What follows belongs to an exercise in optimizing a design on an open flow for small area and a short achievable clock period; a production flow would make more cautious choices.
The RTL was checked by simulation tests, not by an equivalence proof against the original design.
Power is estimated from default activity; no workload was simulated.

$ cat flow/flow/run.sh
#!/bin/bash
# The standard layout (standard.sh), with one change: the port buffers that
# global placement inserts on every input and output are buf_1 cells instead
# of the resizer's default pick (clkdlybuf4s50_1, a delay cell).
set -euo pipefail
export BUFFER_PORTS_ARGS="-buffer_cell sky130_fd_sc_hd__buf_1"
bash standard.sh > standard.log 2>&1
$ cat flow/standard.sh
#!/bin/bash
# synth_recipe.tcl (not shown) runs the flow's synth.tcl, then flattens the netlist and writes it again
# the make line also repeats each setting of config.mk as NAME=value (left out here)
make -C /OpenROAD-flow-scripts/flow DESIGN_CONFIG=/design/flow/config.mk WORK_HOME=/design/flow/orfs CLKGATE_MAP_FILE= SYNTH_SCRIPT=/design/flow/synth_recipe.tcl "${@:-finish}"
$ cat flow/config.mk
export PLATFORM = sky130hd
export DESIGN_NAME = processor
export DESIGN_NICKNAME = processor
export VERILOG_FILES = /design/flow/design.v
export SDC_FILE = /design/flow/constraint.sdc
export NUM_CORES = 4
export LEC_CHECK = 0
export CAP_MARGIN = 10
export CORE_MARGIN = 2
export CORE_UTILIZATION = 55
export PLACE_DENSITY = 0.75
export SLEW_MARGIN = 10
$ cat flow/constraint.sdc
create_clock -name core_clock -period 8.5 [get_ports {clk}]
set_input_delay 1.7000 -clock core_clock [delete_from_list [all_inputs] [get_ports {clk}]]
set_output_delay 1.7000 -clock core_clock [all_outputs]
set_load 0.01 [all_outputs]
$ cat flow/design.v
`timescale 1ns / 1ps
module decode(instr,opcode,rd_index,rs_index,rt_index,constant,shamt,address);
input [15:0] instr;
output [3:0] opcode;
output [2:0] rd_index,rs_index,rt_index,shamt;
output [5:0] constant;
output [8:0] address;
assign opcode   = instr[15:12];
assign rd_index = instr[11:9];
assign rs_index = instr[8:6];
assign rt_index = instr[5:3];
assign shamt    = instr[2:0];
assign constant = instr[5:0];
assign address  = instr[11:3];
endmodule
`timescale 1ns / 1ps
module control_unit(instr,opcode,rd_index,rs_index,rt_index,shamt,constant,address);
input [15:0] instr;
output  [3:0] opcode;
output  [2:0] rd_index,rs_index,rt_index,shamt;
output [5:0] constant;
output [8:0] address;
decode call(instr,opcode,rd_index,rs_index,rt_index,constant,shamt,address);
endmodule
`timescale 1ns / 1ps
module mul16(a, b, s, c);
input [15:0] a, b;
output [31:0] s, c;
  wire [15:0] pp [0:15];
  genvar gi;
  generate for (gi = 0; gi < 16; gi = gi + 1) begin : g_pp
    assign pp[gi] = b & {16{a[gi]}};
  end endgenerate
  wire t1 = pp[0][13] ^ pp[1][12];
  wire t2 = pp[0][13] & pp[1][12];
  wire t3 = pp[0][14] ^ pp[1][13] ^ pp[2][12];
  wire t4 = (pp[0][14] & pp[1][13]) | (pp[0][14] & pp[2][12]) | (pp[1][13] & pp[2][12]);
  wire t5 = pp[3][11] ^ pp[4][10];
  wire t6 = pp[3][11] & pp[4][10];
  wire t7 = pp[0][15] ^ pp[1][14] ^ pp[2][13];
  wire t8 = (pp[0][15] & pp[1][14]) | (pp[0][15] & pp[2][13]) | (pp[1][14] & pp[2][13]);
  wire t9 = pp[3][12] ^ pp[4][11] ^ pp[5][10];
  wire t10 = (pp[3][12] & pp[4][11]) | (pp[3][12] & pp[5][10]) | (pp[4][11] & pp[5][10]);
  wire t11 = pp[6][9] ^ pp[7][8];
  wire t12 = pp[6][9] & pp[7][8];
  wire t13 = pp[1][15] ^ pp[2][14] ^ pp[3][13];
  wire t14 = (pp[1][15] & pp[2][14]) | (pp[1][15] & pp[3][13]) | (pp[2][14] & pp[3][13]);
  wire t15 = pp[4][12] ^ pp[5][11] ^ pp[6][10];
  wire t16 = (pp[4][12] & pp[5][11]) | (pp[4][12] & pp[6][10]) | (pp[5][11] & pp[6][10]);
  wire t17 = pp[7][9] ^ pp[8][8];
  wire t18 = pp[7][9] & pp[8][8];
  wire t19 = pp[2][15] ^ pp[3][14] ^ pp[4][13];
  wire t20 = (pp[2][15] & pp[3][14]) | (pp[2][15] & pp[4][13]) | (pp[3][14] & pp[4][13]);
  wire t21 = pp[5][12] ^ pp[6][11] ^ pp[7][10];
  wire t22 = (pp[5][12] & pp[6][11]) | (pp[5][12] & pp[7][10]) | (pp[6][11] & pp[7][10]);
  wire t23 = pp[3][15] ^ pp[4][14] ^ pp[5][13];
  wire t24 = (pp[3][15] & pp[4][14]) | (pp[3][15] & pp[5][13]) | (pp[4][14] & pp[5][13]);
  wire t25 = pp[0][9] ^ pp[1][8];
  wire t26 = pp[0][9] & pp[1][8];
  wire t27 = pp[0][10] ^ pp[1][9] ^ pp[2][8];
  wire t28 = (pp[0][10] & pp[1][9]) | (pp[0][10] & pp[2][8]) | (pp[1][9] & pp[2][8]);
  wire t29 = pp[3][7] ^ pp[4][6];
  wire t30 = pp[3][7] & pp[4][6];
  wire t31 = pp[0][11] ^ pp[1][10] ^ pp[2][9];
  wire t32 = (pp[0][11] & pp[1][10]) | (pp[0][11] & pp[2][9]) | (pp[1][10] & pp[2][9]);
  wire t33 = pp[3][8] ^ pp[4][7] ^ pp[5][6];
  wire t34 = (pp[3][8] & pp[4][7]) | (pp[3][8] & pp[5][6]) | (pp[4][7] & pp[5][6]);
  wire t35 = pp[6][5] ^ pp[7][4];
  wire t36 = pp[6][5] & pp[7][4];
  wire t37 = pp[0][12] ^ pp[1][11] ^ pp[2][10];
  wire t38 = (pp[0][12] & pp[1][11]) | (pp[0][12] & pp[2][10]) | (pp[1][11] & pp[2][10]);
  wire t39 = pp[3][9] ^ pp[4][8] ^ pp[5][7];
  wire t40 = (pp[3][9] & pp[4][8]) | (pp[3][9] & pp[5][7]) | (pp[4][8] & pp[5][7]);
  wire t41 = pp[6][6] ^ pp[7][5] ^ pp[8][4];
  wire t42 = (pp[6][6] & pp[7][5]) | (pp[6][6] & pp[8][4]) | (pp[7][5] & pp[8][4]);
  wire t43 = pp[9][3] ^ pp[10][2];
  wire t44 = pp[9][3] & pp[10][2];
  wire t45 = t1 ^ pp[2][11] ^ pp[3][10];
  wire t46 = (t1 & pp[2][11]) | (t1 & pp[3][10]) | (pp[2][11] & pp[3][10]);
  wire t47 = pp[4][9] ^ pp[5][8] ^ pp[6][7];
  wire t48 = (pp[4][9] & pp[5][8]) | (pp[4][9] & pp[6][7]) | (pp[5][8] & pp[6][7]);
  wire t49 = pp[7][6] ^ pp[8][5] ^ pp[9][4];
  wire t50 = (pp[7][6] & pp[8][5]) | (pp[7][6] & pp[9][4]) | (pp[8][5] & pp[9][4]);
  wire t51 = pp[10][3] ^ pp[11][2] ^ pp[12][1];
  wire t52 = (pp[10][3] & pp[11][2]) | (pp[10][3] & pp[12][1]) | (pp[11][2] & pp[12][1]);
  wire t53 = t2 ^ t3 ^ t5;
  wire t54 = (t2 & t3) | (t2 & t5) | (t3 & t5);
  wire t55 = pp[5][9] ^ pp[6][8] ^ pp[7][7];
  wire t56 = (pp[5][9] & pp[6][8]) | (pp[5][9] & pp[7][7]) | (pp[6][8] & pp[7][7]);
  wire t57 = pp[8][6] ^ pp[9][5] ^ pp[10][4];
  wire t58 = (pp[8][6] & pp[9][5]) | (pp[8][6] & pp[10][4]) | (pp[9][5] & pp[10][4]);
  wire t59 = pp[11][3] ^ pp[12][2] ^ pp[13][1];
  wire t60 = (pp[11][3] & pp[12][2]) | (pp[11][3] & pp[13][1]) | (pp[12][2] & pp[13][1]);
  wire t61 = t4 ^ t6 ^ t7;
  wire t62 = (t4 & t6) | (t4 & t7) | (t6 & t7);
  wire t63 = t9 ^ t11 ^ pp[8][7];
  wire t64 = (t9 & t11) | (t9 & pp[8][7]) | (t11 & pp[8][7]);
  wire t65 = pp[9][6] ^ pp[10][5] ^ pp[11][4];
  wire t66 = (pp[9][6] & pp[10][5]) | (pp[9][6] & pp[11][4]) | (pp[10][5] & pp[11][4]);
  wire t67 = pp[12][3] ^ pp[13][2] ^ pp[14][1];
  wire t68 = (pp[12][3] & pp[13][2]) | (pp[12][3] & pp[14][1]) | (pp[13][2] & pp[14][1]);
  wire t69 = t8 ^ t10 ^ t12;
  wire t70 = (t8 & t10) | (t8 & t12) | (t10 & t12);
  wire t71 = t13 ^ t15 ^ t17;
  wire t72 = (t13 & t15) | (t13 & t17) | (t15 & t17);
  wire t73 = pp[9][7] ^ pp[10][6] ^ pp[11][5];
  wire t74 = (pp[9][7] & pp[10][6]) | (pp[9][7] & pp[11][5]) | (pp[10][6] & pp[11][5]);
  wire t75 = pp[12][4] ^ pp[13][3] ^ pp[14][2];
  wire t76 = (pp[12][4] & pp[13][3]) | (pp[12][4] & pp[14][2]) | (pp[13][3] & pp[14][2]);
  wire t77 = t14 ^ t16 ^ t18;
  wire t78 = (t14 & t16) | (t14 & t18) | (t16 & t18);
  wire t79 = t19 ^ t21 ^ pp[8][9];
  wire t80 = (t19 & t21) | (t19 & pp[8][9]) | (t21 & pp[8][9]);
  wire t81 = pp[9][8] ^ pp[10][7] ^ pp[11][6];
  wire t82 = (pp[9][8] & pp[10][7]) | (pp[9][8] & pp[11][6]) | (pp[10][7] & pp[11][6]);
  wire t83 = pp[12][5] ^ pp[13][4] ^ pp[14][3];
  wire t84 = (pp[12][5] & pp[13][4]) | (pp[12][5] & pp[14][3]) | (pp[13][4] & pp[14][3]);
  wire t85 = t20 ^ t22 ^ t23;
  wire t86 = (t20 & t22) | (t20 & t23) | (t22 & t23);
  wire t87 = pp[6][12] ^ pp[7][11] ^ pp[8][10];
  wire t88 = (pp[6][12] & pp[7][11]) | (pp[6][12] & pp[8][10]) | (pp[7][11] & pp[8][10]);
  wire t89 = pp[9][9] ^ pp[10][8] ^ pp[11][7];
  wire t90 = (pp[9][9] & pp[10][8]) | (pp[9][9] & pp[11][7]) | (pp[10][8] & pp[11][7]);
  wire t91 = pp[12][6] ^ pp[13][5] ^ pp[14][4];
  wire t92 = (pp[12][6] & pp[13][5]) | (pp[12][6] & pp[14][4]) | (pp[13][5] & pp[14][4]);
  wire t93 = t24 ^ pp[4][15] ^ pp[5][14];
  wire t94 = (t24 & pp[4][15]) | (t24 & pp[5][14]) | (pp[4][15] & pp[5][14]);
  wire t95 = pp[6][13] ^ pp[7][12] ^ pp[8][11];
  wire t96 = (pp[6][13] & pp[7][12]) | (pp[6][13] & pp[8][11]) | (pp[7][12] & pp[8][11]);
  wire t97 = pp[9][10] ^ pp[10][9] ^ pp[11][8];
  wire t98 = (pp[9][10] & pp[10][9]) | (pp[9][10] & pp[11][8]) | (pp[10][9] & pp[11][8]);
  wire t99 = pp[12][7] ^ pp[13][6] ^ pp[14][5];
  wire t100 = (pp[12][7] & pp[13][6]) | (pp[12][7] & pp[14][5]) | (pp[13][6] & pp[14][5]);
  wire t101 = pp[5][15] ^ pp[6][14] ^ pp[7][13];
  wire t102 = (pp[5][15] & pp[6][14]) | (pp[5][15] & pp[7][13]) | (pp[6][14] & pp[7][13]);
  wire t103 = pp[8][12] ^ pp[9][11] ^ pp[10][10];
  wire t104 = (pp[8][12] & pp[9][11]) | (pp[8][12] & pp[10][10]) | (pp[9][11] & pp[10][10]);
  wire t105 = pp[11][9] ^ pp[12][8] ^ pp[13][7];
  wire t106 = (pp[11][9] & pp[12][8]) | (pp[11][9] & pp[13][7]) | (pp[12][8] & pp[13][7]);
  wire t107 = pp[6][15] ^ pp[7][14] ^ pp[8][13];
  wire t108 = (pp[6][15] & pp[7][14]) | (pp[6][15] & pp[8][13]) | (pp[7][14] & pp[8][13]);
  wire t109 = pp[9][12] ^ pp[10][11] ^ pp[11][10];
  wire t110 = (pp[9][12] & pp[10][11]) | (pp[9][12] & pp[11][10]) | (pp[10][11] & pp[11][10]);
  wire t111 = pp[7][15] ^ pp[8][14] ^ pp[9][13];
  wire t112 = (pp[7][15] & pp[8][14]) | (pp[7][15] & pp[9][13]) | (pp[8][14] & pp[9][13]);
  wire t113 = pp[0][6] ^ pp[1][5];
  wire t114 = pp[0][6] & pp[1][5];
  wire t115 = pp[0][7] ^ pp[1][6] ^ pp[2][5];
  wire t116 = (pp[0][7] & pp[1][6]) | (pp[0][7] & pp[2][5]) | (pp[1][6] & pp[2][5]);
  wire t117 = pp[3][4] ^ pp[4][3];
  wire t118 = pp[3][4] & pp[4][3];
  wire t119 = pp[0][8] ^ pp[1][7] ^ pp[2][6];
  wire t120 = (pp[0][8] & pp[1][7]) | (pp[0][8] & pp[2][6]) | (pp[1][7] & pp[2][6]);
  wire t121 = pp[3][5] ^ pp[4][4] ^ pp[5][3];
  wire t122 = (pp[3][5] & pp[4][4]) | (pp[3][5] & pp[5][3]) | (pp[4][4] & pp[5][3]);
  wire t123 = pp[6][2] ^ pp[7][1];
  wire t124 = pp[6][2] & pp[7][1];
  wire t125 = t25 ^ pp[2][7] ^ pp[3][6];
  wire t126 = (t25 & pp[2][7]) | (t25 & pp[3][6]) | (pp[2][7] & pp[3][6]);
  wire t127 = pp[4][5] ^ pp[5][4] ^ pp[6][3];
  wire t128 = (pp[4][5] & pp[5][4]) | (pp[4][5] & pp[6][3]) | (pp[5][4] & pp[6][3]);
  wire t129 = pp[7][2] ^ pp[8][1] ^ pp[9][0];
  wire t130 = (pp[7][2] & pp[8][1]) | (pp[7][2] & pp[9][0]) | (pp[8][1] & pp[9][0]);
  wire t131 = t26 ^ t27 ^ t29;
  wire t132 = (t26 & t27) | (t26 & t29) | (t27 & t29);
  wire t133 = pp[5][5] ^ pp[6][4] ^ pp[7][3];
  wire t134 = (pp[5][5] & pp[6][4]) | (pp[5][5] & pp[7][3]) | (pp[6][4] & pp[7][3]);
  wire t135 = pp[8][2] ^ pp[9][1] ^ pp[10][0];
  wire t136 = (pp[8][2] & pp[9][1]) | (pp[8][2] & pp[10][0]) | (pp[9][1] & pp[10][0]);
  wire t137 = t28 ^ t30 ^ t31;
  wire t138 = (t28 & t30) | (t28 & t31) | (t30 & t31);
  wire t139 = t33 ^ t35 ^ pp[8][3];
  wire t140 = (t33 & t35) | (t33 & pp[8][3]) | (t35 & pp[8][3]);
  wire t141 = pp[9][2] ^ pp[10][1] ^ pp[11][0];
  wire t142 = (pp[9][2] & pp[10][1]) | (pp[9][2] & pp[11][0]) | (pp[10][1] & pp[11][0]);
  wire t143 = t32 ^ t34 ^ t36;
  wire t144 = (t32 & t34) | (t32 & t36) | (t34 & t36);
  wire t145 = t37 ^ t39 ^ t41;
  wire t146 = (t37 & t39) | (t37 & t41) | (t39 & t41);
  wire t147 = t43 ^ pp[11][1] ^ pp[12][0];
  wire t148 = (t43 & pp[11][1]) | (t43 & pp[12][0]) | (pp[11][1] & pp[12][0]);
  wire t149 = t38 ^ t40 ^ t42;
  wire t150 = (t38 & t40) | (t38 & t42) | (t40 & t42);
  wire t151 = t44 ^ t45 ^ t47;
  wire t152 = (t44 & t45) | (t44 & t47) | (t45 & t47);
  wire t153 = t49 ^ t51 ^ pp[13][0];
  wire t154 = (t49 & t51) | (t49 & pp[13][0]) | (t51 & pp[13][0]);
  wire t155 = t46 ^ t48 ^ t50;
  wire t156 = (t46 & t48) | (t46 & t50) | (t48 & t50);
  wire t157 = t52 ^ t53 ^ t55;
  wire t158 = (t52 & t53) | (t52 & t55) | (t53 & t55);
  wire t159 = t57 ^ t59 ^ pp[14][0];
  wire t160 = (t57 & t59) | (t57 & pp[14][0]) | (t59 & pp[14][0]);
  wire t161 = t54 ^ t56 ^ t58;
  wire t162 = (t54 & t56) | (t54 & t58) | (t56 & t58);
  wire t163 = t60 ^ t61 ^ t63;
  wire t164 = (t60 & t61) | (t60 & t63) | (t61 & t63);
  wire t165 = t65 ^ t67 ^ pp[15][0];
  wire t166 = (t65 & t67) | (t65 & pp[15][0]) | (t67 & pp[15][0]);
  wire t167 = t62 ^ t64 ^ t66;
  wire t168 = (t62 & t64) | (t62 & t66) | (t64 & t66);
  wire t169 = t68 ^ t69 ^ t71;
  wire t170 = (t68 & t69) | (t68 & t71) | (t69 & t71);
  wire t171 = t73 ^ t75 ^ pp[15][1];
  wire t172 = (t73 & t75) | (t73 & pp[15][1]) | (t75 & pp[15][1]);
  wire t173 = t70 ^ t72 ^ t74;
  wire t174 = (t70 & t72) | (t70 & t74) | (t72 & t74);
  wire t175 = t76 ^ t77 ^ t79;
  wire t176 = (t76 & t77) | (t76 & t79) | (t77 & t79);
  wire t177 = t81 ^ t83 ^ pp[15][2];
  wire t178 = (t81 & t83) | (t81 & pp[15][2]) | (t83 & pp[15][2]);
  wire t179 = t78 ^ t80 ^ t82;
  wire t180 = (t78 & t80) | (t78 & t82) | (t80 & t82);
  wire t181 = t84 ^ t85 ^ t87;
  wire t182 = (t84 & t85) | (t84 & t87) | (t85 & t87);
  wire t183 = t89 ^ t91 ^ pp[15][3];
  wire t184 = (t89 & t91) | (t89 & pp[15][3]) | (t91 & pp[15][3]);
  wire t185 = t86 ^ t88 ^ t90;
  wire t186 = (t86 & t88) | (t86 & t90) | (t88 & t90);
  wire t187 = t92 ^ t93 ^ t95;
  wire t188 = (t92 & t93) | (t92 & t95) | (t93 & t95);
  wire t189 = t97 ^ t99 ^ pp[15][4];
  wire t190 = (t97 & t99) | (t97 & pp[15][4]) | (t99 & pp[15][4]);
  wire t191 = t94 ^ t96 ^ t98;
  wire t192 = (t94 & t96) | (t94 & t98) | (t96 & t98);
  wire t193 = t100 ^ t101 ^ t103;
  wire t194 = (t100 & t101) | (t100 & t103) | (t101 & t103);
  wire t195 = t105 ^ pp[14][6] ^ pp[15][5];
  wire t196 = (t105 & pp[14][6]) | (t105 & pp[15][5]) | (pp[14][6] & pp[15][5]);
  wire t197 = t102 ^ t104 ^ t106;
  wire t198 = (t102 & t104) | (t102 & t106) | (t104 & t106);
  wire t199 = t107 ^ t109 ^ pp[12][9];
  wire t200 = (t107 & t109) | (t107 & pp[12][9]) | (t109 & pp[12][9]);
  wire t201 = pp[13][8] ^ pp[14][7] ^ pp[15][6];
  wire t202 = (pp[13][8] & pp[14][7]) | (pp[13][8] & pp[15][6]) | (pp[14][7] & pp[15][6]);
  wire t203 = t108 ^ t110 ^ t111;
  wire t204 = (t108 & t110) | (t108 & t111) | (t110 & t111);
  wire t205 = pp[10][12] ^ pp[11][11] ^ pp[12][10];
  wire t206 = (pp[10][12] & pp[11][11]) | (pp[10][12] & pp[12][10]) | (pp[11][11] & pp[12][10]);
  wire t207 = pp[13][9] ^ pp[14][8] ^ pp[15][7];
  wire t208 = (pp[13][9] & pp[14][8]) | (pp[13][9] & pp[15][7]) | (pp[14][8] & pp[15][7]);
  wire t209 = t112 ^ pp[8][15] ^ pp[9][14];
  wire t210 = (t112 & pp[8][15]) | (t112 & pp[9][14]) | (pp[8][15] & pp[9][14]);
  wire t211 = pp[10][13] ^ pp[11][12] ^ pp[12][11];
  wire t212 = (pp[10][13] & pp[11][12]) | (pp[10][13] & pp[12][11]) | (pp[11][12] & pp[12][11]);
  wire t213 = pp[13][10] ^ pp[14][9] ^ pp[15][8];
  wire t214 = (pp[13][10] & pp[14][9]) | (pp[13][10] & pp[15][8]) | (pp[14][9] & pp[15][8]);
  wire t215 = pp[9][15] ^ pp[10][14] ^ pp[11][13];
  wire t216 = (pp[9][15] & pp[10][14]) | (pp[9][15] & pp[11][13]) | (pp[10][14] & pp[11][13]);
  wire t217 = pp[12][12] ^ pp[13][11] ^ pp[14][10];
  wire t218 = (pp[12][12] & pp[13][11]) | (pp[12][12] & pp[14][10]) | (pp[13][11] & pp[14][10]);
  wire t219 = pp[10][15] ^ pp[11][14] ^ pp[12][13];
  wire t220 = (pp[10][15] & pp[11][14]) | (pp[10][15] & pp[12][13]) | (pp[11][14] & pp[12][13]);
  wire t221 = pp[0][4] ^ pp[1][3];
  wire t222 = pp[0][4] & pp[1][3];
  wire t223 = pp[0][5] ^ pp[1][4] ^ pp[2][3];
  wire t224 = (pp[0][5] & pp[1][4]) | (pp[0][5] & pp[2][3]) | (pp[1][4] & pp[2][3]);
  wire t225 = pp[3][2] ^ pp[4][1];
  wire t226 = pp[3][2] & pp[4][1];
  wire t227 = t113 ^ pp[2][4] ^ pp[3][3];
  wire t228 = (t113 & pp[2][4]) | (t113 & pp[3][3]) | (pp[2][4] & pp[3][3]);
  wire t229 = pp[4][2] ^ pp[5][1] ^ pp[6][0];
  wire t230 = (pp[4][2] & pp[5][1]) | (pp[4][2] & pp[6][0]) | (pp[5][1] & pp[6][0]);
  wire t231 = t114 ^ t115 ^ t117;
  wire t232 = (t114 & t115) | (t114 & t117) | (t115 & t117);
  wire t233 = pp[5][2] ^ pp[6][1] ^ pp[7][0];
  wire t234 = (pp[5][2] & pp[6][1]) | (pp[5][2] & pp[7][0]) | (pp[6][1] & pp[7][0]);
  wire t235 = t116 ^ t118 ^ t119;
  wire t236 = (t116 & t118) | (t116 & t119) | (t118 & t119);
  wire t237 = t121 ^ t123 ^ pp[8][0];
  wire t238 = (t121 & t123) | (t121 & pp[8][0]) | (t123 & pp[8][0]);
  wire t239 = t120 ^ t122 ^ t124;
  wire t240 = (t120 & t122) | (t120 & t124) | (t122 & t124);
  wire t241 = t125 ^ t127 ^ t129;
  wire t242 = (t125 & t127) | (t125 & t129) | (t127 & t129);
  wire t243 = t126 ^ t128 ^ t130;
  wire t244 = (t126 & t128) | (t126 & t130) | (t128 & t130);
  wire t245 = t131 ^ t133 ^ t135;
  wire t246 = (t131 & t133) | (t131 & t135) | (t133 & t135);
  wire t247 = t132 ^ t134 ^ t136;
  wire t248 = (t132 & t134) | (t132 & t136) | (t134 & t136);
  wire t249 = t137 ^ t139 ^ t141;
  wire t250 = (t137 & t139) | (t137 & t141) | (t139 & t141);
  wire t251 = t138 ^ t140 ^ t142;
  wire t252 = (t138 & t140) | (t138 & t142) | (t140 & t142);
  wire t253 = t143 ^ t145 ^ t147;
  wire t254 = (t143 & t145) | (t143 & t147) | (t145 & t147);
  wire t255 = t144 ^ t146 ^ t148;
  wire t256 = (t144 & t146) | (t144 & t148) | (t146 & t148);
  wire t257 = t149 ^ t151 ^ t153;
  wire t258 = (t149 & t151) | (t149 & t153) | (t151 & t153);
  wire t259 = t150 ^ t152 ^ t154;
  wire t260 = (t150 & t152) | (t150 & t154) | (t152 & t154);
  wire t261 = t155 ^ t157 ^ t159;
  wire t262 = (t155 & t157) | (t155 & t159) | (t157 & t159);
  wire t263 = t156 ^ t158 ^ t160;
  wire t264 = (t156 & t158) | (t156 & t160) | (t158 & t160);
  wire t265 = t161 ^ t163 ^ t165;
  wire t266 = (t161 & t163) | (t161 & t165) | (t163 & t165);
  wire t267 = t162 ^ t164 ^ t166;
  wire t268 = (t162 & t164) | (t162 & t166) | (t164 & t166);
  wire t269 = t167 ^ t169 ^ t171;
  wire t270 = (t167 & t169) | (t167 & t171) | (t169 & t171);
  wire t271 = t168 ^ t170 ^ t172;
  wire t272 = (t168 & t170) | (t168 & t172) | (t170 & t172);
  wire t273 = t173 ^ t175 ^ t177;
  wire t274 = (t173 & t175) | (t173 & t177) | (t175 & t177);
  wire t275 = t174 ^ t176 ^ t178;
  wire t276 = (t174 & t176) | (t174 & t178) | (t176 & t178);
  wire t277 = t179 ^ t181 ^ t183;
  wire t278 = (t179 & t181) | (t179 & t183) | (t181 & t183);
  wire t279 = t180 ^ t182 ^ t184;
  wire t280 = (t180 & t182) | (t180 & t184) | (t182 & t184);
  wire t281 = t185 ^ t187 ^ t189;
  wire t282 = (t185 & t187) | (t185 & t189) | (t187 & t189);
  wire t283 = t186 ^ t188 ^ t190;
  wire t284 = (t186 & t188) | (t186 & t190) | (t188 & t190);
  wire t285 = t191 ^ t193 ^ t195;
  wire t286 = (t191 & t193) | (t191 & t195) | (t193 & t195);
  wire t287 = t192 ^ t194 ^ t196;
  wire t288 = (t192 & t194) | (t192 & t196) | (t194 & t196);
  wire t289 = t197 ^ t199 ^ t201;
  wire t290 = (t197 & t199) | (t197 & t201) | (t199 & t201);
  wire t291 = t198 ^ t200 ^ t202;
  wire t292 = (t198 & t200) | (t198 & t202) | (t200 & t202);
  wire t293 = t203 ^ t205 ^ t207;
  wire t294 = (t203 & t205) | (t203 & t207) | (t205 & t207);
  wire t295 = t204 ^ t206 ^ t208;
  wire t296 = (t204 & t206) | (t204 & t208) | (t206 & t208);
  wire t297 = t209 ^ t211 ^ t213;
  wire t298 = (t209 & t211) | (t209 & t213) | (t211 & t213);
  wire t299 = t210 ^ t212 ^ t214;
  wire t300 = (t210 & t212) | (t210 & t214) | (t212 & t214);
  wire t301 = t215 ^ t217 ^ pp[15][9];
  wire t302 = (t215 & t217) | (t215 & pp[15][9]) | (t217 & pp[15][9]);
  wire t303 = t216 ^ t218 ^ t219;
  wire t304 = (t216 & t218) | (t216 & t219) | (t218 & t219);
  wire t305 = pp[13][12] ^ pp[14][11] ^ pp[15][10];
  wire t306 = (pp[13][12] & pp[14][11]) | (pp[13][12] & pp[15][10]) | (pp[14][11] & pp[15][10]);
  wire t307 = t220 ^ pp[11][15] ^ pp[12][14];
  wire t308 = (t220 & pp[11][15]) | (t220 & pp[12][14]) | (pp[11][15] & pp[12][14]);
  wire t309 = pp[13][13] ^ pp[14][12] ^ pp[15][11];
  wire t310 = (pp[13][13] & pp[14][12]) | (pp[13][13] & pp[15][11]) | (pp[14][12] & pp[15][11]);
  wire t311 = pp[12][15] ^ pp[13][14] ^ pp[14][13];
  wire t312 = (pp[12][15] & pp[13][14]) | (pp[12][15] & pp[14][13]) | (pp[13][14] & pp[14][13]);
  wire t313 = pp[0][3] ^ pp[1][2];
  wire t314 = pp[0][3] & pp[1][2];
  wire t315 = t221 ^ pp[2][2] ^ pp[3][1];
  wire t316 = (t221 & pp[2][2]) | (t221 & pp[3][1]) | (pp[2][2] & pp[3][1]);
  wire t317 = t222 ^ t223 ^ t225;
  wire t318 = (t222 & t223) | (t222 & t225) | (t223 & t225);
  wire t319 = t224 ^ t226 ^ t227;
  wire t320 = (t224 & t226) | (t224 & t227) | (t226 & t227);
  wire t321 = t228 ^ t230 ^ t231;
  wire t322 = (t228 & t230) | (t228 & t231) | (t230 & t231);
  wire t323 = t232 ^ t234 ^ t235;
  wire t324 = (t232 & t234) | (t232 & t235) | (t234 & t235);
  wire t325 = t236 ^ t238 ^ t239;
  wire t326 = (t236 & t238) | (t236 & t239) | (t238 & t239);
  wire t327 = t240 ^ t242 ^ t243;
  wire t328 = (t240 & t242) | (t240 & t243) | (t242 & t243);
  wire t329 = t244 ^ t246 ^ t247;
  wire t330 = (t244 & t246) | (t244 & t247) | (t246 & t247);
  wire t331 = t248 ^ t250 ^ t251;
  wire t332 = (t248 & t250) | (t248 & t251) | (t250 & t251);
  wire t333 = t252 ^ t254 ^ t255;
  wire t334 = (t252 & t254) | (t252 & t255) | (t254 & t255);
  wire t335 = t256 ^ t258 ^ t259;
  wire t336 = (t256 & t258) | (t256 & t259) | (t258 & t259);
  wire t337 = t260 ^ t262 ^ t263;
  wire t338 = (t260 & t262) | (t260 & t263) | (t262 & t263);
  wire t339 = t264 ^ t266 ^ t267;
  wire t340 = (t264 & t266) | (t264 & t267) | (t266 & t267);
  wire t341 = t268 ^ t270 ^ t271;
  wire t342 = (t268 & t270) | (t268 & t271) | (t270 & t271);
  wire t343 = t272 ^ t274 ^ t275;
  wire t344 = (t272 & t274) | (t272 & t275) | (t274 & t275);
  wire t345 = t276 ^ t278 ^ t279;
  wire t346 = (t276 & t278) | (t276 & t279) | (t278 & t279);
  wire t347 = t280 ^ t282 ^ t283;
  wire t348 = (t280 & t282) | (t280 & t283) | (t282 & t283);
  wire t349 = t284 ^ t286 ^ t287;
  wire t350 = (t284 & t286) | (t284 & t287) | (t286 & t287);
  wire t351 = t288 ^ t290 ^ t291;
  wire t352 = (t288 & t290) | (t288 & t291) | (t290 & t291);
  wire t353 = t292 ^ t294 ^ t295;
  wire t354 = (t292 & t294) | (t292 & t295) | (t294 & t295);
  wire t355 = t296 ^ t298 ^ t299;
  wire t356 = (t296 & t298) | (t296 & t299) | (t298 & t299);
  wire t357 = t300 ^ t302 ^ t303;
  wire t358 = (t300 & t302) | (t300 & t303) | (t302 & t303);
  wire t359 = t304 ^ t306 ^ t307;
  wire t360 = (t304 & t306) | (t304 & t307) | (t306 & t307);
  wire t361 = t308 ^ t310 ^ t311;
  wire t362 = (t308 & t310) | (t308 & t311) | (t310 & t311);
  wire t363 = t312 ^ pp[13][15] ^ pp[14][14];
  wire t364 = (t312 & pp[13][15]) | (t312 & pp[14][14]) | (pp[13][15] & pp[14][14]);
  wire t365 = pp[0][2] ^ pp[1][1];
  wire t366 = pp[0][2] & pp[1][1];
  wire t367 = t313 ^ pp[2][1] ^ pp[3][0];
  wire t368 = (t313 & pp[2][1]) | (t313 & pp[3][0]) | (pp[2][1] & pp[3][0]);
  wire t369 = t314 ^ t315 ^ pp[4][0];
  wire t370 = (t314 & t315) | (t314 & pp[4][0]) | (t315 & pp[4][0]);
  wire t371 = t316 ^ t317 ^ pp[5][0];
  wire t372 = (t316 & t317) | (t316 & pp[5][0]) | (t317 & pp[5][0]);
  wire t373 = t318 ^ t319 ^ t229;
  wire t374 = (t318 & t319) | (t318 & t229) | (t319 & t229);
  wire t375 = t320 ^ t321 ^ t233;
  wire t376 = (t320 & t321) | (t320 & t233) | (t321 & t233);
  wire t377 = t322 ^ t323 ^ t237;
  wire t378 = (t322 & t323) | (t322 & t237) | (t323 & t237);
  wire t379 = t324 ^ t325 ^ t241;
  wire t380 = (t324 & t325) | (t324 & t241) | (t325 & t241);
  wire t381 = t326 ^ t327 ^ t245;
  wire t382 = (t326 & t327) | (t326 & t245) | (t327 & t245);
  wire t383 = t328 ^ t329 ^ t249;
  wire t384 = (t328 & t329) | (t328 & t249) | (t329 & t249);
  wire t385 = t330 ^ t331 ^ t253;
  wire t386 = (t330 & t331) | (t330 & t253) | (t331 & t253);
  wire t387 = t332 ^ t333 ^ t257;
  wire t388 = (t332 & t333) | (t332 & t257) | (t333 & t257);
  wire t389 = t334 ^ t335 ^ t261;
  wire t390 = (t334 & t335) | (t334 & t261) | (t335 & t261);
  wire t391 = t336 ^ t337 ^ t265;
  wire t392 = (t336 & t337) | (t336 & t265) | (t337 & t265);
  wire t393 = t338 ^ t339 ^ t269;
  wire t394 = (t338 & t339) | (t338 & t269) | (t339 & t269);
  wire t395 = t340 ^ t341 ^ t273;
  wire t396 = (t340 & t341) | (t340 & t273) | (t341 & t273);
  wire t397 = t342 ^ t343 ^ t277;
  wire t398 = (t342 & t343) | (t342 & t277) | (t343 & t277);
  wire t399 = t344 ^ t345 ^ t281;
  wire t400 = (t344 & t345) | (t344 & t281) | (t345 & t281);
  wire t401 = t346 ^ t347 ^ t285;
  wire t402 = (t346 & t347) | (t346 & t285) | (t347 & t285);
  wire t403 = t348 ^ t349 ^ t289;
  wire t404 = (t348 & t349) | (t348 & t289) | (t349 & t289);
  wire t405 = t350 ^ t351 ^ t293;
  wire t406 = (t350 & t351) | (t350 & t293) | (t351 & t293);
  wire t407 = t352 ^ t353 ^ t297;
  wire t408 = (t352 & t353) | (t352 & t297) | (t353 & t297);
  wire t409 = t354 ^ t355 ^ t301;
  wire t410 = (t354 & t355) | (t354 & t301) | (t355 & t301);
  wire t411 = t356 ^ t357 ^ t305;
  wire t412 = (t356 & t357) | (t356 & t305) | (t357 & t305);
  wire t413 = t358 ^ t359 ^ t309;
  wire t414 = (t358 & t359) | (t358 & t309) | (t359 & t309);
  wire t415 = t360 ^ t361 ^ pp[15][12];
  wire t416 = (t360 & t361) | (t360 & pp[15][12]) | (t361 & pp[15][12]);
  wire t417 = t362 ^ t363 ^ pp[15][13];
  wire t418 = (t362 & t363) | (t362 & pp[15][13]) | (t363 & pp[15][13]);
  wire t419 = t364 ^ pp[14][15] ^ pp[15][14];
  wire t420 = (t364 & pp[14][15]) | (t364 & pp[15][14]) | (pp[14][15] & pp[15][14]);
  assign s = {1'b0, t420, t418, t416, t414, t412, t410, t408, t406, t404, t402, t400, t398, t396, t394, t392, t390, t388, t386, t384, t382, t380, t378, t376, t374, t372, t370, t368, t366, t365, pp[0][1], pp[0][0]};
  assign c = {1'b0, pp[15][15], t419, t417, t415, t413, t411, t409, t407, t405, t403, t401, t399, t397, t395, t393, t391, t389, t387, t385, t383, t381, t379, t377, t375, t373, t371, t369, t367, pp[2][0], pp[1][0], 1'b0};
endmodule
`timescale 1ns / 1ps
`timescale 1ns / 1ps
module processor(clk,reset,instr,PC,opcode,rd_index,rs_index,rt_index,shamt,constant,address,rd_value,rs_value,rt_value,low_out,high_out,SR);
input clk,reset;
input [15:0] instr;
output [7:0] PC;
output [3:0] opcode;
output [2:0] rd_index, rs_index, rt_index, shamt;
output [5:0] constant;
output [8:0] address;
output [15:0] rd_value,rs_value,rt_value,low_out,high_out,SR;
control_unit cal1(instr,opcode,rd_index,rs_index,rt_index,shamt,constant,address);
wire [3:0] op = opcode;
reg [7:0] pc;
reg [15:0] R [0:7];
reg [15:0] RAM [0:7];
reg [31:0] ps, pc2;    
reg [3:0] flags_q;
wire op_r    = ~op[3];                  
wire op_rs   = ~(op[3] & op[2]);        
wire is_sw   = (op == 4'd11);
wire is_mul  = (op == 4'd3);
wire wr_en   = ~(is_mul | (op[3] & (op[2] | (op[1] & op[0]))));
reg [15:0] rs_v, rt_v, st_v;
integer i;
always @(*) begin
	rs_v = 16'd0;
	rt_v = 16'd0;
	st_v = 16'd0;
	for (i = 0; i < 8; i = i + 1) begin
		rs_v = rs_v | (R[i] & {16{op_rs & (rs_index == i)}});
		rt_v = rt_v | (R[i] & {16{op_r & (rt_index == i)}});
		st_v = st_v | (R[i] & {16{rd_index == i}});
	end
end
assign rs_value = rs_v;
assign rt_value = rt_v;
wire [15:0] sum = rs_v + (rt_v | (op[3] ? {10'd0, constant} : 16'd0));
reg [7:0] cl, ch, r02, r35;
reg carry3, eq_n1, eq_n0x;
reg [15:0] ram_rd;
reg [7:0] ma_hot;
integer v, j;
always @(*) begin
	for (v = 0; v < 8; v = v + 1) begin
		cl[v]  = (constant[2:0] == v);
		ch[v]  = (constant[5:3] == v);
		r02[v] = (rs_v[2:0] == v);
		r35[v] = (rs_v[5:3] == v);
	end
	carry3 = 1'b0;
	eq_n1 = 1'b0;
	eq_n0x = 1'b0;
	for (v = 0; v < 8; v = v + 1) begin
		carry3 = carry3 | (cl[v] & (rs_v[2:0] > 7 - v));
		eq_n1 = eq_n1 | (r35[v] & ch[7 - v]);
		if (v != 0) eq_n0x = eq_n0x | (r35[v] & ch[8 - v]);
	end
	ram_rd = 16'd0;
	for (j = 0; j < 8; j = j + 1) begin
		ma_hot[j] = 1'b0;
		for (v = 0; v < 8; v = v + 1)
			ma_hot[j] = ma_hot[j] | (cl[v] & r02[(j - v) & 7]);
		ram_rd = ram_rd | (RAM[j] & {16{ma_hot[j]}});
	end
end
wire ones_hi = &rs_v[15:6];
wire ma_ok = carry3 ? (ones_hi & eq_n1)
                    : (ch[0] ? ~(|rs_v[15:3]) : (ones_hi & eq_n0x));
wire [31:0] mul_s, mul_c;
mul16 mul(rs_v, rt_v, mul_s, mul_c);
wire [31:0] prod = ps + pc2;
wire [15:0] lo = prod[15:0];
wire [15:0] hi = prod[31:16];
reg [15:0] rdv;
always @(*) begin
	case (op)
	4'd0, 4'd8: rdv = sum;
	4'd1: rdv = rs_v << shamt;
	4'd2: rdv = rs_v >> shamt;
	4'd4: rdv = lo;
	4'd5: rdv = hi;
	4'd6: rdv = rs_v | rt_v;
	4'd7: rdv = rs_v & rt_v;
	4'd9: rdv = {10'd0, constant};
	4'd10: rdv = ma_ok ? ram_rd : 16'd0;
	default: rdv = 16'd0;
	endcase
end
assign rd_value = rdv;
wire eq = (rs_v == rt_v);
wire lt = (rs_v < rt_v);
wire sgn_eq = (rs_v[15] == rt_v[15]);
wire [3:0] flags = {eq, ~eq & lt, ~eq & ~lt & ~sgn_eq, ~eq & ~lt & sgn_eq};
assign SR = {12'd0, flags_q};
assign low_out = lo;
assign high_out = hi;
assign PC = pc;
integer k;
always @(posedge clk, posedge reset) begin
	if (reset) begin
		pc <= 8'd0;
		ps <= 32'd0;
		pc2 <= 32'd0;
		flags_q <= 4'd0;
		for (k = 0; k < 8; k = k + 1) R[k] <= 7 - k;
		RAM[0] <= 16'd1;
		RAM[1] <= 16'd5;
		RAM[2] <= 16'd0;
		RAM[3] <= 16'd0;
		RAM[4] <= 16'd3;
		RAM[5] <= 16'd1;
		RAM[6] <= 16'd1;
		RAM[7] <= 16'd1;
	end else begin
		if (pc > 8'd14) pc <= 8'd0;
		else if (op[3] & op[2] & ~(op[1] & op[0])) pc <= pc + address[7:0];
		else pc <= pc + 8'd1;
		if (is_mul) begin
			ps <= mul_s;
			pc2 <= mul_c;
		end
		flags_q <= flags;
		if (wr_en) R[rd_index] <= rdv;
		for (k = 0; k < 8; k = k + 1)
			if (is_sw & ma_ok & ma_hot[k]) RAM[k] <= st_v;
	end
end
endmodule
==> reports/summary.txt, run 1 <==
Status = complete, no violations
Htree depth = 2
Mapped cell area = 0.0271 sq mm
CP cell instances = clkbuf_2, nor2b_1, a32o_1, a211o_1, or2_1, ha_1, fa_1, a211oi_1, o21bai_1, a2111oi_2, buf_4, nor4b_1, o21a_1, o41ai_1, buf_4, o21ai_0, xnor2_1, nor2_1, or3b_1, buf_1
Remaining Overflow, GRT = 0
Post-detail-place hpwl = 78300 um
Starting Density = 55.5%
Area of the core = 0.0487 sq mm
Hold buffers post-CTS = 0
Clock transition at the registers of the reported paths = 0.06 ns
Hold-critical path depth = 2
Layout Nets = 3430
Clk sinks = 329
Slowest stage delay, CP = 0.52 ns
Number of synthesized flops with an enable pin = 0
Root buffer cell = clkbuf_16
Drt total wl = 106000 um
Post-CTS Repair Setup Buffers = 0
Fin Hold WS = 0.482 ns
Total track usage = 42.0%
Main synth FF type = dfrtp_1
Least-Margin Pin Slew = 1.26 ns
Per-cell routed wire length = 27.9 um
Final core utilization = 61.1%
# DRC = 0
Pre-antenna DRT Iters = 8
First-pass GRT wire length = 158000 um
CP required = 6.80 ns
Slew Limit Fails = 0
Final GP Congestion = 1.08
Synthesis-stage register bit count = 329
Startpoint types = input port
FFs w/ async S/R, synth = 100%
CP endpoint kind = primary output
Starting DRT DRC Count = 3185
Post-route cell area = 0.0298 sq mm
Peak supply drop = 171 uV
Leakage power = 13.7 nW
Crit path DAT = 6.58 ns
Num rows = 81
Power density over the cells = 149 mW/mm^2
Area Overhead vs Synth = 10.1%
Final worst path period share = 97.4%
DIE HEIGHT = 226 um
Crit Path Class = input port to primary output
Fin crit period = 8.28 ns
Area after DPL = 0.0285 sq mm
R2R cell count = 18
Register area share after synthesis = 30.5%
Clk buf depth = 3
Total CTS buffers = 37
I/O Buffers = 140
CP max FO = 11
Die W = 226 um
DR vias = 25.1k
Post-Syn Instances = 3022
Final setup viols = 0
Slew headroom = 16.0%
Share of cells above drive strength 1 = 12.9%
Synth Area per Inst = 8.96 sq um
IO Pins = 153
DIE AREA = 0.0510 sq mm
Largest net degree at the start of global routing = 171
Worst Skew = 0.0264 ns
Fillers = 4162
Vias in the first global route = 25.0k
Vias/cell = 6.59
Synth Warn # = 4
Clock latency on the worst-skew pair = 0.59 ns
Hold Path Class = flop to flop
Power Total = 0.00445 W
Initial antenna violation count = 3
Final ANT Viol Nets = 0
Most frequent CP cell = buf_4
Fin. Hold Viols = 0
CP max-delay cell = or3b_1
MaxCap Viol Count = 0
Max Clock Freq = 0.121 GHz
CTS tree = yes
Number of distinct library cells after synthesis = 106
cell usage in the layout, fill, tap and decap left out, types with 11 or more instances in the layout:
cell       count
mux2_2       113
nor2_1       280
a221oi_1      33
a222oi_1      21
xor2_1        15
and3_1        44
o21bai_1      13
o21ai_1       16
nor3_1        28
nand2_1      393
o31ai_1       13
a21oi_1      121
xnor2_1       31
dfstp_2       20
inv_1        265
nand3_1       38
fa_1         198
buf_4        136
buf_1        135
nand3b_1      11
ha_1         106
a21o_1        20
a22o_1        24
o211ai_1      21
a211oi_1      15
conb_1        12
clkbuf_16     37
dfrtp_1      309
a22oi_1      128
mux2i_1       24
nand4_1       27
nand2b_1      18
o21ai_0      219
Yosys cell counts, drive strengths merged, types with 35 or more instances:
| cell type | instances | area, sq um |
|---|---|---|
| fa | 198 | 3960 |
| a221oi | 35 | 319 |
| nor3 | 38 | 216 |
| mux2 | 115 | 1300 |
| inv | 273 | 1020 |
| clkbuf | 142 | 534 |
| o21ai | 236 | 1180 |
| a21oi | 121 | 606 |
| buf | 100 | 641 |
| ha | 106 | 1330 |
| nand2 | 394 | 1480 |
| nor2 | 282 | 1060 |
| nand3 | 41 | 215 |
| and3 | 44 | 275 |
| a22oi | 128 | 961 |
| dfrtp | 309 | 7730 |
power breakdown:
part	internal, W	total, W	leakage, nW	switching [W]
Combinational	0.000269	0.000885	8.57	0.000616
Sequential	0.00170	0.00183	4.48	0.000131
Clock	0.00101	0.00173	0.631	0.000721
Total	0.00298	0.00445	13.7	0.00147
critical path, delay by kind of cell:
kind                       cells  cell delay (ns)
adders and majority gates      2             0.74
AOI/OAI and AO/OA              8             2.07
xor gates and xnor gates       1             0.18
and+or+nand+nor                5             1.12
buffers and inverters          4             0.77
timing repair:
item | CTS | global route
resized for setup | 0 | 5
endpoints found under the setup margin | 0 | 3
hold endpoints to repair | 0 | 0
flip-flops by register name (all words and copies together) (netlist names):
signal / cells
RAM: 128
R: 128
ps: 31
pc2: 30
pc: 8
flags_q: 4
area by class of cell:
type	count	area, sq um	share of cell area, %
clock buffers	54	1070	3.59
inverters	276	1040	3.49
multi-input cells	2186	16700	56.2
clock inverters	14	253	0.848
repair buffers	278	1590	5.34
flip-flops and latches	329	8260	27.7
well taps	664	831	2.79
diodes	3	7.51	0.0252
final timing paths:
path	slack (ns)	to	startpoint
max in group asynchronous	5.69	pc2[17]	reset
min in group asynchronous	1.30	RAM[2][0]	reset
worst min register to register	0.48	RAM[7][8]	RAM[7][8]
worst min-delay path	0.48	RAM[7][8]	RAM[7][8]
worst max register to register	2.79	pc2[17]	R[5][5]
worst max-delay path	0.22	rd_value[14]	instr[7]
per-stage QoR:
step / TNS [ns] / setup slack (ns) / std cells
floorplan: 0 / 0.337 / 3033
global placement: 0 / 0.212 / 3733
detailed placement: 0 / 0.165 / 3733
CTS: 0 / 0.141 / 3801
global route: -0.0160 / -0.0160 / 3801
finish: 0 / 0.220 / 3804
routing by layer:
layer	wire length (um)	part of all wire, %	vias to the layer above	GRT usage [%]
li1	-	-	10600	-
met1	39200	37	12400	52.7
met2	47600	45	1688	65.4
met3	11500	11	431	10.2
met4	7760	7.3	4	26.3
met5	29	0.027	-	0
cells by family after synthesis:
family	count (synthesis)	share of synthesized area, %
xor+xnor	46	1.49
mux	146	6.24
compound gates	747	18.5
simple gates	931	15.5
other cells	1	0.0139
fa+ha+maj	304	19.5
flops	329	30.5
buf+inv	518	8.17
==> run 2: changes to the inputs <==
==> flow/config.mk (replaced) <==
export PLATFORM = sky130hd
export DESIGN_NAME = processor
export DESIGN_NICKNAME = processor
export VERILOG_FILES = /design/flow/design.v
export SDC_FILE = /design/flow/constraint.sdc
export NUM_CORES = 4
export LEC_CHECK = 0
export CAP_MARGIN = 20
export CORE_MARGIN = 2
export CORE_UTILIZATION = 50
export SETUP_SLACK_MARGIN = 1.0
export SLEW_MARGIN = 20
==> reports/summary.txt, run 2 <==
Final worst slack = 0.938 ns (+0.719 ns)
Post-Syn Instances = 3022 (unchanged)
Final worst path period share = 89.0% (-8.5 points)
DIE HEIGHT = 237 um (+4.8%)
Drt total wl = 109000 um (+3.1%)
Main synth FF type = dfrtp_1
CP required = 6.80 ns (about the same)
MaxCap Viol Count = 0 (unchanged)
Number of distinct library cells after synthesis = 106 (unchanged)
Synth Area per Inst = 8.96 sq um (unchanged)
Number of synthesized flops with an enable pin = 0 (unchanged)
FFs w/ async S/R, synth = 100% (unchanged)
Setup tns final = 0 ns (unchanged)
Share of cells above drive strength 1 = 16.6% (+3.7 points)
Total track usage = 39.0% (-3.0 points)
Max Clock Freq = 0.132 GHz (+9.5%)
Starting Density = 50.4% (-5.1 points)
Area Overhead vs Synth = 14.2%
Largest net degree at the start of global routing = 197 (+15%)
Worst Skew = 0.0242 ns (-0.00222 ns)
Status = complete, no violations
Synthesis-stage register bit count = 329 (unchanged)
DR vias = 24.9k (-0.50%)
Synth Warn # = 4 (unchanged)
Total CTS buffers = 38 (+2.7%)
Clk sinks = 329 (unchanged)
Peak supply drop = 184 uV (+7.2%)
CP max FO = 11 (unchanged)
Slew Limit Fails = 0 (unchanged)
Register area share after synthesis = 30.5% (unchanged)
Least-Margin Pin Slew = 1.14 ns (-0.124 ns)
Post-detail-place hpwl = 80300 um (+2.5%)
Slew headroom = 24.2% (+8.2 points)
Htree depth = 2 (unchanged)
Remaining Overflow, GRT = 0 (unchanged)
Root buffer cell = clkbuf_16
Most frequent cells in the layout = nand2_1, dfrtp_1, nor2_1
Num rows = 85 (+4.9%)
Area of the core = 0.0537 sq mm (+10%)
Mapped cell area = 0.0271 sq mm (unchanged)
Hold buffers post-CTS = 0 (unchanged)
Vias/cell = 6.40 (-2.9%)
Vias in the first global route = 24.8k (-0.74%)
RSZ-0062 raised after global routing = true
Area after DPL = 0.0286 sq mm (+0.56%)
Largest cells by area after synthesis = dfrtp_1, fa_1, nand2_1
Clock latency on the worst-skew pair = 0.60 ns (about the same)
DIE AREA = 0.0560 sq mm (+9.8%)
Post-synth top area share = 28.6% (unchanged)
Starting DRT DRC Count = 2740 (-14%)
Hold Path Class = flop to flop
Post-place setup slack = 0.400 ns (+0.235 ns)
Startpoint types = input port
Final ANT Viol Nets = 0 (unchanged)
Fin. Hold Viols = 0 (unchanged)
Pre-antenna DRT Iters = 8 (unchanged)
Leakage power = 14.2 nW (+3.9%)
IO Pins = 153 (unchanged)
Clk buf depth = 3 (unchanged)
Commonest non-fill, non-tap cell in the layout = nand2_1
I/O Buffers = 140 (unchanged)
Fin crit period = 7.56 ns (-0.719 ns)
First-pass GRT wire length = 162000 um (+2.9%)
Per-cell routed wire length = 28.1 um (+0.67%)
Final GP Congestion = 1.04 (-3.4%)
Power density over the cells = 147 mW/mm^2 (-1.4%)
Post-route cell area = 0.0309 sq mm (+3.7%)
CTS tree = yes
# DRC = 0 (unchanged)
Final setup viols = 0 (unchanged)
Crit Path Class = input port to primary output
Crit path DAT = 5.86 ns (-0.72 ns)
Fin Hold WS = 0.483 ns (+0.000604 ns)
Initial antenna violation count = 2 (-1)
Die W = 237 um (+4.8%)
Top Registers = RAM x128, R x128, ps x31
Clock transition at the registers of the reported paths = 0.06 ns (about the same)
CP endpoint kind = primary output
Layout Nets = 3489 (+1.7%)
Most common cell in the synthesized netlist = nand2_1
Largest area contributor in the netlist = dfrtp_1
Synth cell count leaders = nand2_1, dfrtp_1, nor2_1
[run 2: final timing paths]
check | start | to | slack (ns) | depth (start not counted)
setup / recovery | instr[15] | rd_value[15] | 0.94 | 18
hold / removal | RAM[2][12] | RAM[2][12] | 0.48 | 2
setup reg to reg | R[5][5] | pc2[17] | 2.91 | 18
hold reg to reg | RAM[2][12] | RAM[2][12] | 0.48 | 2
max in group asynchronous | reset | pc2[23] | 5.52 | 5
min in group asynchronous | reset | R[6][4] | 1.13 | 2
[run 2: repair_timing]
action | in CTS | in global routing
cloned | 3 | 2
pin swaps | 20 | 13
buffers inserted | 27 | 16
endpoints found under the hold margin | 0 | 0
endpoints found under the setup margin | 16 | 15
gates resized for setup | 64 | 48
[run 2: cells by family (layout without fill, tap and decap cells)]
family                   Yosys count  in the layout  share of synthesized area [%]
adder cells (fa/ha/maj)          304            304                           19.5
XOR/XNOR                          46             46                           1.49
flip-flops                       329            329                           30.5
multiplexers                     146            146                           6.24
AO/OA/AOI/OAI                    747            747                           18.5
other                              1             15                         0.0139
buffers and inverters            518            682                           8.17
AND/OR/NAND/NOR                  931            931                           15.5
[run 2: metal layers]
metal  track usage (%)  share of wire [%]
met2              62.5                 47
met1              49.9                 39
met3              8.53                8.5
met5             0.260                  0
met4              19.5                5.6
[run 2: worst max-delay path, cell delays in order]
cell	delay (ns)
buf_6	0.13
buf_12	0.13
nand2b_4	0.17
nor2_4	0.06
buf_6	0.15
buf_4	0.18
a22oi_1	0.18
nand4_1	0.80
ha_1	0.68
a21oi_1	0.18
o22ai_1	0.09
a221oi_1	0.37
o31ai_1	0.16
a31oi_1	0.17
nand3_1	0.14
nand4bb_1	0.23
buf_6	0.18
clkbuf_2	0.13
[run 2: area by class of cell]
cell class                      count  area [sq um]
Tap cell                          696           871
Inverter                          276          1050
Clock inverter                     16           277
Clock buffer                       54          1070
Sequential cell                   329          8260
Fill cell                        4872         22800
Timing Repair Buffer              336          2210
Multi-Input combinational cell   2186         17200
Antenna cell                        3          7.51
[run 2: report_power, final]
part	internal, W	switching, W	leakage, nW
Clock	0.00105	0.000736	0.654
Combinational	0.000304	0.000634	9.09
Sequential	0.00170	0.000130	4.48
[run 2: per-stage QoR]
stage	utilization, %	instances	power [W]
after detailed placement	53.3	3774	0.00271
after global placement	53.3	3774	0.00269
after global routing	57.5	3894	0.00470
final	57.5	3896	0.00455
after CTS	56.8	3874	0.00452
after floorplan	-	3033	0.00234
==> run 3: changes to the inputs <==
--- a/flow/config.mk
+++ b/flow/config.mk
@@ -7,6 +7,6 @@
 export LEC_CHECK = 0
 export CAP_MARGIN = 20
 export CORE_MARGIN = 2
-export CORE_UTILIZATION = 50
+export CORE_UTILIZATION = 55
 export SETUP_SLACK_MARGIN = 1.0
 export SLEW_MARGIN = 20
==> reports/summary.txt, run 3 <==
Most frequent cells in the layout = nand2_1, dfrtp_1, nor2_1
Slowest stage delay, CP = 0.46 ns (-0.34 ns)
Post-route cell area = 0.0305 sq mm (-1.2%)
Slew headroom = 24.5% (+0.33 points)
Mapped cell area = 0.0271 sq mm (unchanged)
Final ANT Viol Nets = 0 (unchanged)
Placed instance count = 3724 (-1.3%)
CP cell instances = clkbuf_16, mux2_4, a32o_1, a211o_1, or2_4, ha_4, fa_2, a211oi_4, o21bai_2, a2111oi_4, nor4b_4, o21a_1, o41ai_4, o21ai_1, xnor2_1, nor2_1, or3b_4, buf_6
Starting DRT DRC Count = 2886 (+5.3%)
DR vias = 25.0k (+0.31%)
Top Registers = RAM x128, R x128, ps x31
Startpoint types = input port
Fillers = 4118 (-15%)
Worst path bufs/invs = 2 (-4)
Synth Area per Inst = 8.96 sq um (unchanged)
Hold EP = RAM[6][0]
Largest net degree at the start of global routing = 181 (-8.1%)
Cell Count, Final, Fillers Out = 3820 (-2.0%)
DIE AREA = 0.0510 sq mm (-8.9%)
Starting Density = 55.5% (+5.1 points)
Vias in the first global route = 24.9k (+0.27%)
Largest area contributor in the netlist = dfrtp_1
Root buffer cell = clkbuf_16
Peak supply drop = 218 uV (+19%)
Pre-antenna DRT Iters = 9 (+1)
CP required = 6.80 ns (about the same)
Worst Skew = 0.0309 ns (+0.00667 ns)
Number of distinct library cells after synthesis = 106 (unchanged)
Worst R2R End = pc2[17]
Final setup viols = 0 (unchanged)
Power Total = 0.00455 W (+0.12%)
CTS tree = yes
FFs w/ async S/R, synth = 100% (unchanged)
Mux contribution to synthesized area = 6.24% (unchanged)
Worst Hold Launch = RAM[6][0]
First-pass GRT wire length = 157000 um (-2.9%)
Slew Limit Fails = 0 (unchanged)
Most common cell in the synthesized netlist = nand2_1
Synth Warn # = 4 (unchanged)
Leakage power = 14.0 nW (-1.6%)
I/O Buffers = 140 (unchanged)
Synthesis-stage register bit count = 329 (unchanged)
Delay-heaviest family, CP = compound AO/OA/AOI/OAI gates
Initial antenna violation count = 2 (unchanged)
Share of cells above drive strength 1 = 15.7% (-0.89 points)
Commonest non-fill, non-tap cell in the layout = nand2_1
IO Pins = 153 (unchanged)
Worst r2r src = R[5][6]
Clock transition at the registers of the reported paths = 0.06 ns (about the same)
Total CTS buffers = 37 (-2.6%)
Post-Syn Instances = 3022 (unchanged)
Clk sinks = 329 (unchanged)
Max Clock Freq = 0.133 GHz (+0.69%)
Fin crit period = 7.51 ns (-0.0521 ns)
Main synth FF type = dfrtp_1
Critical Path Stages = 18 (unchanged)
Total track usage = 41.8% (+2.9 points)
Area Overhead vs Synth = 12.8%
Fin. Hold Viols = 0 (unchanged)
Setup tns final = 0 ns (unchanged)
Htree depth = 2 (unchanged)
Per-cell routed wire length = 27.7 um (-1.3%)
Die W = 226 um (-4.6%)
Layout Nets = 3449 (-1.1%)
Power density over the cells = 149 mW/mm^2 (+1.4%)
Area of the core = 0.0487 sq mm (-9.2%)
Status = complete, no violations
Synth Area in Simple Gates = 15.5% (unchanged)
Clk buf depth = 3 (unchanged)
Drt total wl = 106000 um (-3.2%)
CP max-delay cell = or3b_4
Remaining Overflow, GRT = 0 (unchanged)
Number of synthesized flops with an enable pin = 0 (unchanged)
Final worst path period share = 88.4% (-0.61 points)
Post-detail-place hpwl = 78400 um (-2.3%)
Post-place setup slack = 0.318 ns (-0.0818 ns)
Post-synth top area share = 28.6% (unchanged)
Largest cells by area after synthesis = dfrtp_1, fa_1, nand2_1
Final GP Congestion = 1.01 (-3.5%)
Vias/cell = 6.55 (+2.3%)
Post-Synth XOR/XNOR Area = 1.49% (unchanged)
R2R cell count = 18 (unchanged)
# DRC = 0 (unchanged)
CP endpoint kind = primary output
Synth Area in Compound Gates = 18.5% (unchanged)
Clock latency on the worst-skew pair = 0.60 ns (about the same)
Synth cell count leaders = nand2_1, dfrtp_1, nor2_1
Register area share after synthesis = 30.5% (unchanged)
Reg2Reg Setup Slack = 2.77 ns (-0.14 ns)
DIE HEIGHT = 226 um (-4.6%)
Hold-critical path depth = 2 (unchanged)
MaxCap Viol Count = 0 (unchanged)
Final worst slack = 0.990 ns (+0.0521 ns)
RSZ-0062 raised after global routing = true
Synthesized-area fraction occupied by adder cells = 19.5% (unchanged)
Least-Margin Pin Slew = 1.13 ns (-0.00654 ns)
Hold Path Class = flop to flop
CP max FO = 8 (-3)
Area after DPL = 0.0284 sq mm (-0.71%)
Crit Path Class = input port to primary output
Crit path DAT = 5.81 ns (-0.05 ns)
Num rows = 81 (-4.7%)
Largest family of logic cells by synthesized area = adder cells
## run 3: power by group
part	internal, W	switching [W]	total [W]
logic	0.000292	0.000630	0.000922
clock network	0.00107	0.000726	0.00180
registers	0.00170	0.000134	0.00183
## run 3: final cells by class
type / count / area, sq um / area share, %
Clock inverter: 16 / 290 / 0.951
Antenna cell: 1 / 2.50 / 0.00820
Inverter: 276 / 1040 / 3.41
Clock buffer: 51 / 1070 / 3.50
Sequential cell: 329 / 8260 / 27.1
Timing Repair Buffer: 297 / 1870 / 6.13
Tap cell: 664 / 831 / 2.72
Multi-Input combinational cell: 2186 / 17200 / 56.2
## run 3: tightest hold or removal path, stage by stage, from the launching register on
cell and delay, ns:
dfstp_2 0.37, nand2_1 0.04, o21ai_0 0.06
## run 3: how the worst max path moves through the flow
stage                    from           end  slack [ns]
finish               instr[6]  rd_value[14]        0.99
global route         instr[8]  rd_value[14]        0.89
CTS                  instr[6]  rd_value[14]        0.95
detailed placement  instr[15]  rd_value[14]        0.32
global placement    instr[15]  rd_value[14]        0.35
floorplan            instr[3]  rd_value[13]        0.97
## run 3: cell families (layout without fill, tap and decap cells)
kind of cell             count (synthesis)  after routing
adder cells (fa/ha/maj)                304            304
flip-flops                             329            329
multiplexers                           146            146
other                                    1             13
XOR/XNOR                                46             46
AND/OR/NAND/NOR                        931            931
AO/OA/AOI/OAI                          747            747
buffers and inverters                  518            640
## run 3: metal layers
metal  wire, um  GRT usage [%]
met1      40200           53.0
met2      47300           64.8
met3      10600           9.65
met4       7750           26.6
met5          0              0
## run 3: timing repair
item	CTS	global route
resized for setup	45	61
pin swaps	11	10
setup endpoints to repair	16	16
hold buffers	0	0
setup buffers	11	17
## run 3: metrics by stage
stage / utilization (%) / hold WS (ns)
6_report: 62.6 / 0.478
5_1_grt: 62.6 / 0.503
4_1_cts: 61.7 / 0.480
3_5_place_dp: 58.3 / 0.466
3_3_place_gp: 58.3 / 0.455
2_1_floorplan: - / 0.442
==> run 4: changes to the inputs <==
--- a/flow/config.mk
+++ b/flow/config.mk
@@ -8,5 +8,7 @@
 export CAP_MARGIN = 20
 export CORE_MARGIN = 2
 export CORE_UTILIZATION = 55
+export CTS_CLUSTER_DIAMETER = 100
+export CTS_CLUSTER_SIZE = 24
 export SETUP_SLACK_MARGIN = 1.0
 export SLEW_MARGIN = 20
==> reports/summary.txt, run 4 <==
Power Total = 0.00382 W (-16%)
Num rows = 81 (unchanged)
Largest net degree at the start of global routing = 181 (unchanged)
MaxCap Viol Count = 0 (unchanged)
Starting DRT DRC Count = 2937 (+1.8%)
Remaining Overflow, GRT = 0 (unchanged)
Least-Margin Pin Slew = 1.10 ns (-0.0280 ns)
Post-route cell area = 0.0299 sq mm (-2.1%)
Final ANT Viol Nets = 0 (unchanged)
Crit path DAT = 5.81 ns (about the same)
Synth Area per Inst = 8.96 sq um (unchanged)
Power density over the cells = 128 mW/mm^2 (-14%)
Fin crit period = 7.51 ns (+0.000863 ns)
Synth cell count leaders = nand2_1, dfrtp_1, nor2_1
Synthesis-stage register bit count = 329 (unchanged)
Final core utilization = 61.3% (-1.3 points)
Total CTS buffers = 20 (-46%)
Synth Warn # = 4 (unchanged)
CP max-delay cell = or3b_4
Total track usage = 41.3% (-0.49 points)
CP endpoint kind = primary output
Area after DPL = 0.0284 sq mm (unchanged)
Root buffer cell = clkbuf_16
Clock transition at the registers of the reported paths = 0.09 ns (+0.03 ns)
Most common cell in the synthesized netlist = nand2_1
CTS tree = yes
Largest cells by area after synthesis = dfrtp_1, fa_1, nand2_1
DR WL met3 = 11100 um (+4.4%)
Final worst path period share = 88.4% (about the same)
Share of cells above drive strength 1 = 14.8% (-0.86 points)
Layout Nets = 3436 (-0.38%)
Most frequent cells in the layout = nand2_1, dfrtp_1, nor2_1
Vias in the first global route = 24.5k (-1.5%)
FFs w/ async S/R, synth = 100% (unchanged)
First-pass GRT wire length = 156000 um (-0.90%)
Area of the core = 0.0487 sq mm (unchanged)
DIE AREA = 0.0510 sq mm (unchanged)
Area Overhead vs Synth = 10.4%
Starting Density = 55.5% (unchanged)
DIE HEIGHT = 226 um (unchanged)
Top layer in use = met5
Met1 Wirelength = 39500 um (-1.8%)
RSZ-0062 raised after global routing = true
Per-cell routed wire length = 27.8 um (+0.23%)
CP cell instances = clkbuf_16, mux2_4, a32o_1, a211o_1, or2_4, ha_4, fa_2, a211oi_4, o21bai_2, a2111oi_4, nor4b_4, o21a_1, o41ai_4, o21ai_1, xnor2_1, nor2_1, or3b_4, buf_1
Htree depth = 1 (-1)
Setup tns final = 0 ns (unchanged)
Delay-heaviest family, CP = compound AO/OA/AOI/OAI gates
Pre-antenna DRT Iters = 7 (-2)
CP required = 6.80 ns (about the same)
Post-detail-place hpwl = 78400 um (unchanged)
IO Pins = 153 (unchanged)
Post-Syn Instances = 3022 (unchanged)
Drt total wl = 105000 um (-0.47%)
CP max FO = 8 (unchanged)
Slew Limit Fails = 0 (unchanged)
Clk sinks = 329 (unchanged)
Status = complete, no violations
Worst Skew = 0.0345 ns (+0.00362 ns)
Startpoint types = input port
Die W = 226 um (unchanged)
Number of distinct library cells after synthesis = 106 (unchanged)
Commonest non-fill, non-tap cell in the layout = nand2_1
Hold Path Class = flop to flop
Number of synthesized flops with an enable pin = 0 (unchanged)
Final setup viols = 0 (unchanged)
Slew headroom = 26.4% (+1.9 points)
Max Clock Freq = 0.133 GHz (about the same)
Main synth FF type = dfrtp_1
Clock latency on the worst-skew pair = 0.60 ns (about the same)
Register area share after synthesis = 30.5% (unchanged)
Clk buf depth = 3 (unchanged)
Final GP Congestion = 1.01 (unchanged)
Peak supply drop = 175 uV (-20%)
# DRC = 0 (unchanged)
Crit Path Class = input port to primary output
Largest area contributor in the netlist = dfrtp_1
Vias/cell = 6.61 (+0.95%)
I/O Buffers = 140 (unchanged)
DR vias = 25.1k (+0.24%)
Hold buffers post-CTS = 0 (unchanged)
Initial antenna violation count = 2 (unchanged)
Post-synth top area share = 28.6% (unchanged)
Slowest stage delay, CP = 0.46 ns (about the same)
Top Registers = RAM x128, R x128, ps x31
DR WL met2 = 47000 um (-0.66%)
Mapped cell area = 0.0271 sq mm (unchanged)
Worst path bufs/invs = 2 (unchanged)
Leakage power = 13.7 nW (-2.3%)
Fin. Hold Viols = 0 (unchanged)
-- run 4: cell counts after synthesis --
Identical to the previous run, type by type.
-- run 4: stage by stage --
stage	hold slack [ns]	cells	setup slack, ns
after global routing	0.509	3792	0.889
after global placement	0.455	3724	0.355
after CTS	0.489	3771	0.948
final	0.482	3793	0.989
after detailed placement	0.466	3724	0.318
after floorplan	0.442	3033	0.974
-- run 4: cells by family (layout without fill, tap and decap cells) --
kind of cell	count (synthesis)	in the layout	synth area share, %
compound gates	747	747	18.5
xor+xnor	46	46	1.49
fa+ha+maj	304	304	19.5
buf+inv	518	613	8.17
flops	329	329	30.5
mux	146	146	6.24
other cells	1	13	0.0139
simple gates	931	931	15.5
-- run 4: final cells by class --
class                      count  area (sq um)
fill                        4252         18900
multi-input combinational   2186         17200
sequential                   329          8260
timing repair buffer         301          1910
clock buffer                  29           534
tap                          664           831
inverter                     276          1040
antenna                        1          2.50
clock inverter                 7           126
-- run 4: path summary, 6_finish.rpt --
kind	start	endpoint	slack (ns)	depth (start not counted)
worst max-delay path	instr[6]	rd_value[14]	0.99	18
worst min-delay path	RAM[6][0]	RAM[6][0]	0.48	2
worst max register to register	R[5][6]	pc2[17]	2.74	18
worst min register to register	RAM[6][0]	RAM[6][0]	0.48	2
max in group asynchronous	reset	pc2[27]	5.39	4
min in group asynchronous	reset	R[6][1]	1.17	2
-- run 4: per-layer routing --
layer / up-vias / GRT usage (%)
li1: 10600 / -
met1: 12500 / 53.0
met2: 1579 / 64.1
met3: 401 / 9.20
met4: 4 / 25.2
met5: - / 0
-- run 4: what timing repair did --
action | 4_1_cts | 5_1_grt
gates resized for setup | 45 | 63
endpoints found under the setup margin | 16 | 16
buffers inserted | 11 | 19
pin swaps | 11 | 13
hold endpoints to repair | 0 | 0
-- run 4: tightest hold or removal path, cell delays in order (launching register included) --
cell and delay, ns:
dfstp_2 0.38, nand2_1 0.04, o21ai_0 0.06
-- run 4: report_power, final --
group | leakage, nW | total [W] | switching [W] | internal (W)
registers | 4.48 | 0.00183 | 0.000133 | 0.00169
logic | 8.88 | 0.000923 | 0.000629 | 0.000294
clock network | 0.307 | 0.00108 | 0.000608 | 0.000468

-- afterwards: timing with drivers on the ports --
How much do the figures lean on ideal ports? The routed layouts below were timed once more, with nothing changed but the port constraints.
Step 1 assumes that a clkbuf_16 drives the clock port and a buf_2 every other input.
Step 2 also shifts input and output timing later by t, the mid clock arrival at the registers, as if the neighbouring blocks saw the same clock.
Slacks: ideal ports / drivers / drivers and shift; pairs: ideal ports / drivers.
| run | t (ns) | setup WS [ns] |
|---|---|---|
| run 1 | 0.640 | 0.220 / 0.196 / 0.196 |
| run 2 | 0.645 | 0.938 / 0.900 / 0.900 |
| run 3 | 0.653 | 0.990 / 0.939 / 0.933 |
| run 4 | 0.644 | 0.989 / 0.932 / 0.925 |
After both steps setup and hold are still met in every run listed.
